This design comes from an exercise in tuning for small area on the open sky130 flow, not from production work.
Function was checked by simulation only, so behaviour that the tests miss may differ from the original.
Power and IR drop assume default switching activity.

## vending_machine_topmodule
module vending_machine_topmodule(CLOCK_50, reset, KEY, SW, LEDG, HEX0, HEX1, HEX2, HEX3, LEDR);
Size: roughly 290 cells after synthesis, roughly 42 flip-flops, ~53 I/O pins, about 0.0022 mm² of cells after synthesis.
Settings: LEC_CHECK=0, ABC_AREA=1, CAP_MARGIN=20, CORE_MARGIN=2, CORE_UTILIZATION=70, CTS_BUF_LIST=sky130_fd_sc_hd__clkbuf_2 sky130_fd_sc_hd__clkbuf_4 sky130_fd_sc_hd__clkbuf_8, PLACE_DENSITY=0.8, SLEW_MARGIN=20; clock period 30.0 ns.
standard.sh (not shown) runs the stock make flow with config.mk's settings and CLKGATE_MAP_FILE= SYNTH_SCRIPT=/design/flow/synth_recipe.tcl, a recipe that flattens the netlist after the stock synthesis.
==> flow/flow/run.sh <==
#!/bin/bash
# Own layout flow: the standard ORFS flow with
#  - synthesis: the standard synthesis script, but without the adder extraction
#    (ADDER_MAP_FILE empty) and with a stronger area-oriented ABC script (flow/area.abc);
#    registers come out of the same yosys passes, with the same names and cells
#  - port buffers: the smallest buffer (buf_1) instead of the default choice
# Each tool's output is logged to a file of its own in this folder.
set -euo pipefail
W=$(pwd)
F=$W/flow
# synthesis script: the standard flow's, with the abc call using our script
{
  head -n 1 $W/synth_recipe.tcl
  cat <<EOT
proc abc {args} {
  set out {}
  set skip 0
  foreach a \$args {
    if {\$skip} { set skip 0; continue }
    if {\$a eq "-script"} { set skip 1; continue }
    if {\$a eq "-constr"} { set skip 1; continue }
    lappend out \$a
  }
  yosys abc -script $F/area.abc {*}\$out
}
EOT
  tail -n +2 $W/synth_recipe.tcl
} > $W/own_synth.tcl

source $F/settings.sh
MK=(make -C $FLOW_HOME DESIGN_CONFIG=$FLOW_CONFIG WORK_HOME=$W/orfs CLKGATE_MAP_FILE=
    SYNTH_SCRIPT=$W/own_synth.tcl ADDER_MAP_FILE=
    "BUFFER_PORTS_ARGS=-buffer_cell sky130_fd_sc_hd__buf_1"
    "${SETTINGS[@]}")
"${MK[@]}" synth > $W/log_synth.txt 2>&1
"${MK[@]}" floorplan > $W/log_floorplan.txt 2>&1
"${MK[@]}" place > $W/log_place.txt 2>&1
"${MK[@]}" cts > $W/log_cts.txt 2>&1
"${MK[@]}" route > $W/log_route.txt 2>&1
"${MK[@]}" finish > $W/log_finish.txt 2>&1
R=$W/orfs/results/$FLOW_PLATFORM/vending_machine_topmodule/base
: # left out here: write the final layout as DEF
==> flow/flow/area.abc <==
strash
&get -n
&st
&deepsyn -T 20
&dch
&nf -R 1000
&put
==> flow/flow/settings.sh <==
SETTINGS=(ABC_AREA=1 CAP_MARGIN=20 CORE_MARGIN=2 CORE_UTILIZATION=70 PLACE_DENSITY=0.8 SLEW_MARGIN=20
  "CTS_ARGS=-sink_clustering_enable -repair_clock_nets -dont_use_dummy_load -buf_list sky130_fd_sc_hd__clkbuf_8 -root_buf sky130_fd_sc_hd__clkbuf_8 -sink_clustering_size 16")
Edit:
==> flow/flow/settings.sh (replaced) <==
SETTINGS=(ABC_AREA=1 CAP_MARGIN=20 CORE_MARGIN=2 CORE_UTILIZATION=70 PLACE_DENSITY=0.8 SLEW_MARGIN=20
  "CTS_BUF_LIST=sky130_fd_sc_hd__clkbuf_2 sky130_fd_sc_hd__clkbuf_4 sky130_fd_sc_hd__clkbuf_8")
The new run completed with no timing, DRC or antenna violations.
Register-to-register slack barely changes.
Wire length decreases by 0.88%.
Critical path depth is unchanged.
Clock skew decreases by 0.0044 ns.
Edit:
==> flow/flow/run.sh (replaced) <==
#!/bin/bash
# Own layout flow: the standard ORFS flow with
#  - synthesis: the standard flow's synthesis script (same yosys passes, so the same registers
#    with the same names and cells), but without the adder extraction
#    (ADDER_MAP_FILE empty) and with an area-oriented ABC script; the combinational
#    logic is mapped with several ABC random seeds and the smallest result is kept
#  - port buffers: the smallest buffer (buf_1)
#  - clock tree: settings in flow/settings.sh
# Each tool's output is logged to a file of its own in this folder.
set -euo pipefail
W=$(pwd)
F=$W/flow
source $F/settings.sh
# ABC scripts, one per seed
for s in $ABC_SEEDS; do
  sed "s/@SEED@/$s/" $F/area.abc > $W/area_$s.abc
done
# synthesis script: the standard flow's, with the abc call replaced
{
  head -n 1 $W/synth_recipe.tcl
  cat <<EOT
proc abc {args} {
  set out {}
  set skip 0
  foreach a \$args {
    if {\$skip} { set skip 0; continue }
    if {\$a eq "-script" || \$a eq "-constr"} { set skip 1; continue }
    lappend out \$a
  }
  yosys design -save pre_abc
  set best 1e30
  foreach s {$ABC_SEEDS} {
    yosys design -load pre_abc
    yosys abc -script $W/area_\$s.abc {*}\$out
    yosys tee -q -o $W/abc_stat_\$s.txt stat -liberty [lindex \$::env(LIB_FILES) 0]
    set fh [open $W/abc_stat_\$s.txt r]
    set txt [read \$fh]
    close \$fh
    regexp {Chip area for module[^:]*: *([0-9.]+)} \$txt -> area
    puts "abc seed \$s: area \$area"
    if {\$area < \$best} {
      set best \$area
      yosys design -save best_abc
    }
  }
  yosys design -load best_abc
  puts "abc best area \$best"
}
EOT
  tail -n +2 $W/synth_recipe.tcl
} > $W/own_synth.tcl

MK=(make -C $FLOW_HOME DESIGN_CONFIG=$FLOW_CONFIG WORK_HOME=$W/orfs CLKGATE_MAP_FILE=
    SYNTH_SCRIPT=$W/own_synth.tcl ADDER_MAP_FILE=
    "BUFFER_PORTS_ARGS=-buffer_cell sky130_fd_sc_hd__buf_1"
    "${SETTINGS[@]}")
"${MK[@]}" synth > $W/log_synth.txt 2>&1
"${MK[@]}" floorplan > $W/log_floorplan.txt 2>&1
"${MK[@]}" place > $W/log_place.txt 2>&1
"${MK[@]}" cts > $W/log_cts.txt 2>&1
"${MK[@]}" route > $W/log_route.txt 2>&1
"${MK[@]}" finish > $W/log_finish.txt 2>&1
R=$W/orfs/results/$FLOW_PLATFORM/vending_machine_topmodule/base
: # left out here: write the final layout as DEF
==> flow/flow/area.abc (replaced) <==
strash
&get -n
&st
&deepsyn -T 20 -S @SEED@
&dch
&nf -R 1000
&put
==> flow/flow/settings.sh (replaced) <==
ABC_SEEDS="1 2 3 4 5 6"
SETTINGS=(ABC_AREA=1 CAP_MARGIN=20 CORE_MARGIN=2 CORE_UTILIZATION=70 PLACE_DENSITY=0.8 SLEW_MARGIN=20
  SKIP_REPAIR_TIE_FANOUT=1
  "CTS_ARGS=-sink_clustering_enable -repair_clock_nets -dont_use_dummy_load -buf_list sky130_fd_sc_hd__clkbuf_8 -root_buf sky130_fd_sc_hd__clkbuf_8 -sink_clustering_size 16")
After rerunning: The new run ran to the end with no violations. Global-route usage goes up by 0.20 points. Worst setup slack improved by 0.11 ns. Worst hold slack gets worse by 0.015 ns. Cell area came out lower by 2.9%. Total power decreases by about 13%. Clock skew climbs by 0.0062 ns. Via count goes down by 0.36%. Combinational power falls by about 40%. Wire length shrinks by about 1.8%. Die area is lower by about 1.5%. Critical path depth decreases by 1.

static timing again, ports no longer ideal:
No port has a modelled driver above. Below, the same layouts with a new extraction and two added sets of constraints. Step 1: set_driving_cell puts a clkbuf_16 on CLOCK_50 and a buf_2 on each other input, an assumption about the parent block. Step 2 also shifts input and output timing later by t, the mid clock arrival at the registers, as if the neighbouring blocks saw the same clock. Slacks: ideal ports / drivers / drivers and shift; pairs: ideal ports / drivers.
| run | t, ns | setup slack, ns | hold slack, ns | worst register clock-pin slew, ns | pins driven straight from the clock port |
|---|---|---|---|---|---|
| the first run | 0.316 | 21.637 / 21.642 / 21.327 | 0.454 / 0.454 / 0.454 | 0.08 / 0.08 | 1 |
| the second run | 0.363 | 21.687 / 21.691 / 21.327 | 0.458 / 0.458 / 0.458 | 0.12 / 0.12 | 1 |
| the third run | 0.315 | 21.800 / 21.806 / 21.491 | 0.443 / 0.443 / 0.443 | 0.08 / 0.08 | 1 |
After both steps setup and hold are still met in every run listed. The setup slack of the second run, which loses most, moves by +0.004 ns with the drivers and by -0.360 ns with both steps.
